This design comes from an exercise in tuning for small area on the open sky130 flow, not from production work. Where RTL was checked, it was by simulation tests only, not by an equivalence proof against the original. The clock port is modelled as an ideal driver, which makes a skipped or thinned clock tree look cheaper than it is; a real chip needs a root buffer or a tree. No activity file was given, so power comes from the tool's default toggle rates.

Design enduro_video, start of the top module:
module enduro_video(iRST_n,
                    iVGA_CLK,
                    show_cars,
                    car_user_x,
                    car2_x,
                    car2_y,
                    car3_x,
                    car3_y,
                    oBLANK_n,
                    oHS,
                    oVS,
                    b_data,
                    g_data,
                    r_data);
Size in the first run: roughly 350 cells after synthesis, about 80 I/O pins, roughly 3100 sq um of cells after synthesis.
export LEC_CHECK = 0
export CAP_MARGIN = 20
export CORE_MARGIN = 2
export CORE_UTILIZATION = 60
export SLEW_MARGIN = 20
create_clock -name core_clock -period 15.0 [get_ports {iVGA_CLK}]
standard.sh (not shown) runs the stock make flow with config.mk's settings and CLKGATE_MAP_FILE= SYNTH_SCRIPT=/design/flow/synth_recipe.tcl, a recipe that flattens the netlist after the stock synthesis.
==> flow/flow/run.sh <==
#!/bin/bash
# Own layout flow: the standard flow (standard.sh) with these changes:
#  - synthesis maps the logic with the area-oriented ABC script flow/abc.script
#    (which restructures the logic with &deepsyn for two minutes before mapping)
#    (everything else in ORFS's synthesis, and the standard flow's wrapper around it, is unchanged,
#    so the registers keep the standard synthesis's names and cell types);
#  - after synthesis, flow/pol.py removes inverters around the full adders by
#    using some adders with all their pins complemented (a full adder is
#    self-dual), then flow/remap.ys maps all the logic between the full adders
#    and the registers again with ABC (flow/abc_remap.script), half adders and
#    inverters included; flow/pol_eq.ys proves each step's netlist equivalent
#    to the synthesised one, and the flow keeps the last one so proven;
#  - the port buffers that global placement inserts are sky130_fd_sc_hd__buf_1;
#  - the clock tree is one level of two sky130_fd_sc_hd__clkbuf_8, each driving
#    half of the registers' clock pins, fed directly by the clock port
#    (flow/cts_pre.tcl, run by ORFS's CTS step before its clock_tree_synthesis
#    call, which it replaces).
# Each tool's output goes to a log file here; ORFS's own logs are under orfs/logs.
set -euo pipefail
W=$PWD
# ORFS's synth.tcl, with its abc call given our script
sed 's|^\( *\)log_cmd abc {\*}$abc_args|\1set abc_args [lreplace $abc_args 1 1 '"$W"'/flow/abc.script]\n\1log_cmd abc {*}$abc_args|' \
  "$FLOW_HOME/scripts/synth.tcl" > "$W/own_synth.tcl"
grep -q "flow/abc.script" "$W/own_synth.tcl"
sed "s|\$::env(SCRIPTS_DIR)/synth.tcl|$W/own_synth.tcl|" synth_recipe.tcl > own_synth_recipe.tcl
grep -q "own_synth.tcl" own_synth_recipe.tcl
sed "s|SYNTH_SCRIPT=[^ ]*|SYNTH_SCRIPT=$W/own_synth_recipe.tcl|" standard.sh > own_standard.sh
grep -q "own_synth_recipe.tcl" own_standard.sh
export BUFFER_PORTS_ARGS="-buffer_cell sky130_fd_sc_hd__buf_1"
export PRE_CTS_TCL="$W/flow/cts_pre.tcl"
bash own_standard.sh synth > synth.log 2>&1
RES="$W/orfs/results/$FLOW_PLATFORM/enduro_video/base"
LIB="$FLOW_HOME/platforms/$FLOW_PLATFORM/lib/sky130_fd_sc_hd__tt_025C_1v80.lib"
YOSYS=$(command -v yosys || echo "$FLOW_HOME/../tools/install/yosys/bin/yosys")
cp "$RES/1_2_yosys.v" "$W/netlist_abc.v"
# prove a netlist equivalent to the synthesised one: prove NETLIST LOG
prove() {
  sed -e "s|@LIB@|$LIB|" -e "s|@GOLD@|$W/netlist_abc.v|" -e "s|@GATE@|$1|" flow/pol_eq.ys > "$2.ys"
  "$YOSYS" -q -l "$2.log" "$2.ys" > "$2.out" 2>&1
}
use=""
if python3 "$W/flow/pol.py" "$W/netlist_abc.v" "$W/netlist_pol.v" > pol.log 2>&1; then
  if prove "$W/netlist_pol.v" pol_eq; then
    use="$W/netlist_pol.v"
    DONTUSE=$(grep -o '^abc -script .*' "$W/orfs/logs/$FLOW_PLATFORM/enduro_video/base/1_2_yosys.log" | head -1 \
              | grep -o -- '-dont_use [^ ]*' | tr '\n' ' ' || true)
    sed -e "s|@LIB@|$LIB|g" -e "s|@IN@|$W/netlist_pol.v|" -e "s|@OUT@|$W/netlist_remap.v|" \
        -e "s|@SCRIPT@|$W/flow/abc_remap.script|" -e "s|@DONTUSE@|$DONTUSE|" -e "s|@STAT@|$W/remap_stat.txt|" \
        flow/remap.ys > remap.ys
    if "$YOSYS" -q -l remap.log remap.ys > remap.out 2>&1 && prove "$W/netlist_remap.v" remap_eq; then
      a_pol=$(python3 flow/area.py "$LIB" "$W/netlist_pol.v")
      a_remap=$(python3 flow/area.py "$LIB" "$W/netlist_remap.v")
      echo "cell area: $a_pol after pol.py, $a_remap after remap.ys" >> pol.log
      if python3 -c "import sys; sys.exit(0 if $a_remap < $a_pol else 1)"; then
        use="$W/netlist_remap.v"
      fi
    fi
  fi
fi
if [[ -n "$use" ]]; then
  cp "$use" "$RES/1_2_yosys.v"
  echo "netlist used: $use" >> pol.log
else
  echo "netlist used: the synthesised one" >> pol.log
fi
bash own_standard.sh > layout.log 2>&1
Other scripts of this flow, unchanged in this note and not shown: flow/flow/abc.script, flow/flow/abc_remap.script, flow/flow/area.py, flow/flow/cts_pre.tcl, flow/flow/pol.py, flow/flow/pol_eq.ys, flow/flow/remap.ys
Next try:
--- a/flow/design.v
+++ b/flow/design.v
@@ -16,18 +16,18 @@
 input iVGA_CLK;
 input show_cars;
 input [9:0] car_user_x;
 input [9:0] car2_x;
 input [9:0] car2_y;
 input [9:0] car3_x;
 input [9:0] car3_y;
 output oBLANK_n;
-output reg oHS;
-output reg oVS;
+output oHS;
+output oVS;
 output [7:0] b_data;
 output [7:0] g_data;
 output [7:0] r_data;
 function [9:0] dec10(input [9:0] a, input bin);
   integer i;
   reg b;
   begin
     b = bin;
@@ -36,38 +36,40 @@
       b = b & ~a[i];
     end
   end
 endfunction
 reg [9:0] XN;
 reg [9:0] YN;
 wire x_wrap = (~XN[0] & ~XN[1] & ~XN[2] & ~XN[3] & ~XN[4] & ~XN[8] & ~XN[9]);      
 wire x_h0 = (~XN[0] & ~XN[1] & ~XN[2] & ~XN[3] & XN[4] & XN[5] & XN[6] & ~XN[7] & ~XN[9]);          
+wire x_h01 = (~XN[0] & ~XN[1] & ~XN[2] & ~XN[3] & XN[4] & XN[5] & XN[6] & ~XN[7] & ~XN[9]) | (XN[0] & XN[1] & XN[2] & XN[3] & ~XN[4] & XN[5] & XN[6] & ~XN[7] & ~XN[9]);        
 wire x_eol = (XN[0] & ~XN[1] & ~XN[2] & ~XN[3] & XN[4] & XN[5] & XN[6] & ~XN[7] & ~XN[9]);        
-wire x_hs = (~XN[4] & ~XN[5] & ~XN[6]) | (XN[4] & XN[5] & XN[6]) | (XN[7]) | (XN[9]);          
+wire x_hs = (~XN[3] & ~XN[4] & ~XN[5] & ~XN[6]) | (~XN[2] & ~XN[4] & ~XN[5] & ~XN[6]) | (~XN[1] & ~XN[4] & ~XN[5] & ~XN[6]) | (~XN[0] & ~XN[4] & ~XN[5] & ~XN[6]) | (XN[4] & XN[5] & XN[6]) | (XN[7]) | (XN[9]);         
 wire x_blank = (~XN[8] & XN[9]) | (~XN[7] & XN[9]) | (~XN[5] & XN[7]) | (~XN[6] & XN[7]) | (~XN[1] & XN[7] & XN[8]) | (~XN[4] & XN[7] & XN[8]) | (~XN[0] & XN[7] & XN[8]) | (XN[7] & XN[8] & ~XN[9]) | (~XN[3] & XN[9]) | (~XN[2] & XN[9]) | (XN[0] & XN[1] & XN[2] & XN[3] & XN[4] & XN[5] & XN[6] & ~XN[7]);    
 wire y_wrap = (~YN[2] & ~YN[3] & ~YN[9]);      
 wire y_vs = (~YN[4]) | (YN[3]) | (YN[5]) | (YN[6]) | (YN[7]) | (YN[8]) | (YN[0] & ~YN[1]) | (YN[1] & YN[2]) | (~YN[0] & ~YN[2]);          
+wire y_vs1 = (~YN[4]) | (~YN[1]) | (YN[2]) | (YN[3]) | (YN[5]) | (YN[6]) | (YN[7]) | (YN[8]);        
 wire y_blank = (YN[8] & YN[9]) | (YN[7] & ~YN[8]) | (YN[6] & ~YN[8]) | (YN[5] & ~YN[8]);    
 always @(posedge iVGA_CLK, negedge iRST_n)
   if (!iRST_n) begin
     XN <= ~10'd655;
     YN <= ~10'd491;
   end else begin
     XN <= dec10(XN, 1'b1) | {10{x_wrap}};
     YN <= dec10(YN, x_eol) | {10{x_eol & y_wrap}};
   end
+reg run;
 always @(posedge iVGA_CLK, negedge iRST_n)
-  if (!iRST_n) begin
-    oHS <= 1'b0;
-    oVS <= 1'b0;
-  end else begin
-    oHS <= x_h0 ? oHS : x_hs;
-    oVS <= x_h0 ? oVS : y_vs;
-  end
+  if (!iRST_n)
+    run <= 1'b0;
+  else
+    run <= run | ~x_h0;
+assign oHS = x_h01 ? run : x_hs;
+assign oVS = x_h01 ? (run & y_vs1) : y_vs;
 assign oBLANK_n = x_blank & y_blank;
 reg [2:0] r5;
 reg band;
 wire r_step = x_eol & ~YN[0];           
 wire r_wrap = r_step & r5[2];           
 wire r_clr = r_wrap | (x_eol & y_wrap);
 reg [2:0] rinc;
 reg rc;
@@ -85,39 +87,40 @@
 end
 wire [2:0] code;
 enduro_color color (.XN(XN), .YN(YN[8:0]), .band(band), .show_cars(show_cars),
                     .car_user_x(car_user_x), .car2_x(car2_x), .car2_y(car2_y),
                     .car3_x(car3_x), .car3_y(car3_y), .code(code));
 reg [2:0] c;
 always @(posedge iVGA_CLK)
   c <= code;
-wire r_hi = (~c[1] & c[2]) | (~c[0] & c[2]);    
-wire r_lo = (~c[0] & c[2]) | (c[0] & ~c[1]);    
-wire g7 = (~c[0] & c[1]);
-wire g6 = (c[0]) | (c[1]);        
-wire g5 = (c[1]);        
-wire g4 = (c[0] & ~c[2]) | (c[1]);        
-wire g2 = (c[0] & ~c[1]) | (~c[0] & c[1]);
+wire r_hi = c[2];
+wire r_lo = c[2] | (c[0] & ~c[1]);
+wire g7 = c[1] & c[0];
+wire g6 = c[1] | c[0];
+wire g5 = c[1];
+wire g4 = c[1] | (c[0] & ~c[2]);
+wire g2 = c[0];
 assign r_data = {r_hi, r_lo, r_hi, r_lo, r_hi, r_lo, r_hi, r_lo};
 assign g_data = {g7, g6, g5, g4, g5, g2, g5, g6};
 assign b_data = {g5, g4, g5, g4, g5, g4, g5, g4};
 endmodule
 module enduro_color(
     input [9:0] XN,
     input [8:0] YN,
     input band,
     input show_cars,
     input [9:0] car_user_x,
     input [9:0] car2_x,
     input [9:0] car2_y,
     input [9:0] car3_x,
     input [9:0] car3_y,
     output reg [2:0] code);
-localparam BLK = 3'd0, GRY = 3'd1, BLU = 3'd7, CYN = 3'd2, RED = 3'd4, ORG = 3'd5, WHT = 3'd6;
+localparam BLK = 3'b000, GRY = 3'b001, BLU = 3'b010, CYN = 3'b011,
+           RED = 3'b100, ORG = 3'b101, WHT = 3'b111;
 function [10:0] add10(input [9:0] a, input [9:0] b);
   integer i;
   reg c;
   begin
     c = 1'b1;
     for (i = 0; i < 10; i = i + 1) begin
       add10[i] = ~(~a[i] ^ ~b[i] ^ c);
       c = (~a[i] & ~b[i]) | (c & (~a[i] ^ ~b[i]));
Effect: The changed run finished with timing, DRC and antenna clean; die area goes up by 2.1%; combinational power grows by about 5%; register-to-register slack improved by 170 ps; routed wire length went up by 4.9%; total power goes down by 2.8%; critical path depth rises by 3.
Function not checked in the second run of this note: the RTL went through the layout flow alone. In every run of this note, the design's own scripts or RTL, not TritonCTS, make the clock network.

==> static timing again, ports no longer ideal <==
In the flow no input, the clock included, has a driving cell. The finished layouts below were timed again as built, in two steps. Step 1 (the two cells are an assumption about what drives the block):
set clk [get_ports {iVGA_CLK}]
set_driving_cell -lib_cell sky130_fd_sc_hd__clkbuf_16 $clk
set_driving_cell -lib_cell sky130_fd_sc_hd__buf_2 [delete_from_list [all_inputs] $clk]
Step 2 times the ports against the registers' clock, not the clock port: input delays grow and output delays shrink by t, the midpoint of the rising clock arrivals with the driver on. Slacks: ideal ports / drivers / drivers and shift; pairs: ideal ports / drivers.
| run | t, ns | setup WS [ns] | worst setup path after step 2 |
|---|---|---|---|
| the first run | 0.192 | 4.850 / 4.866 / 4.674 | input to register |
| the second run | 0.181 | 4.986 / 4.999 / 4.817 | input to register |
After both steps every run listed still meets setup and hold. For the first run, which loses most, drivers alone change the setup slack by +0.016 ns; drivers and shift together by -0.176 ns.
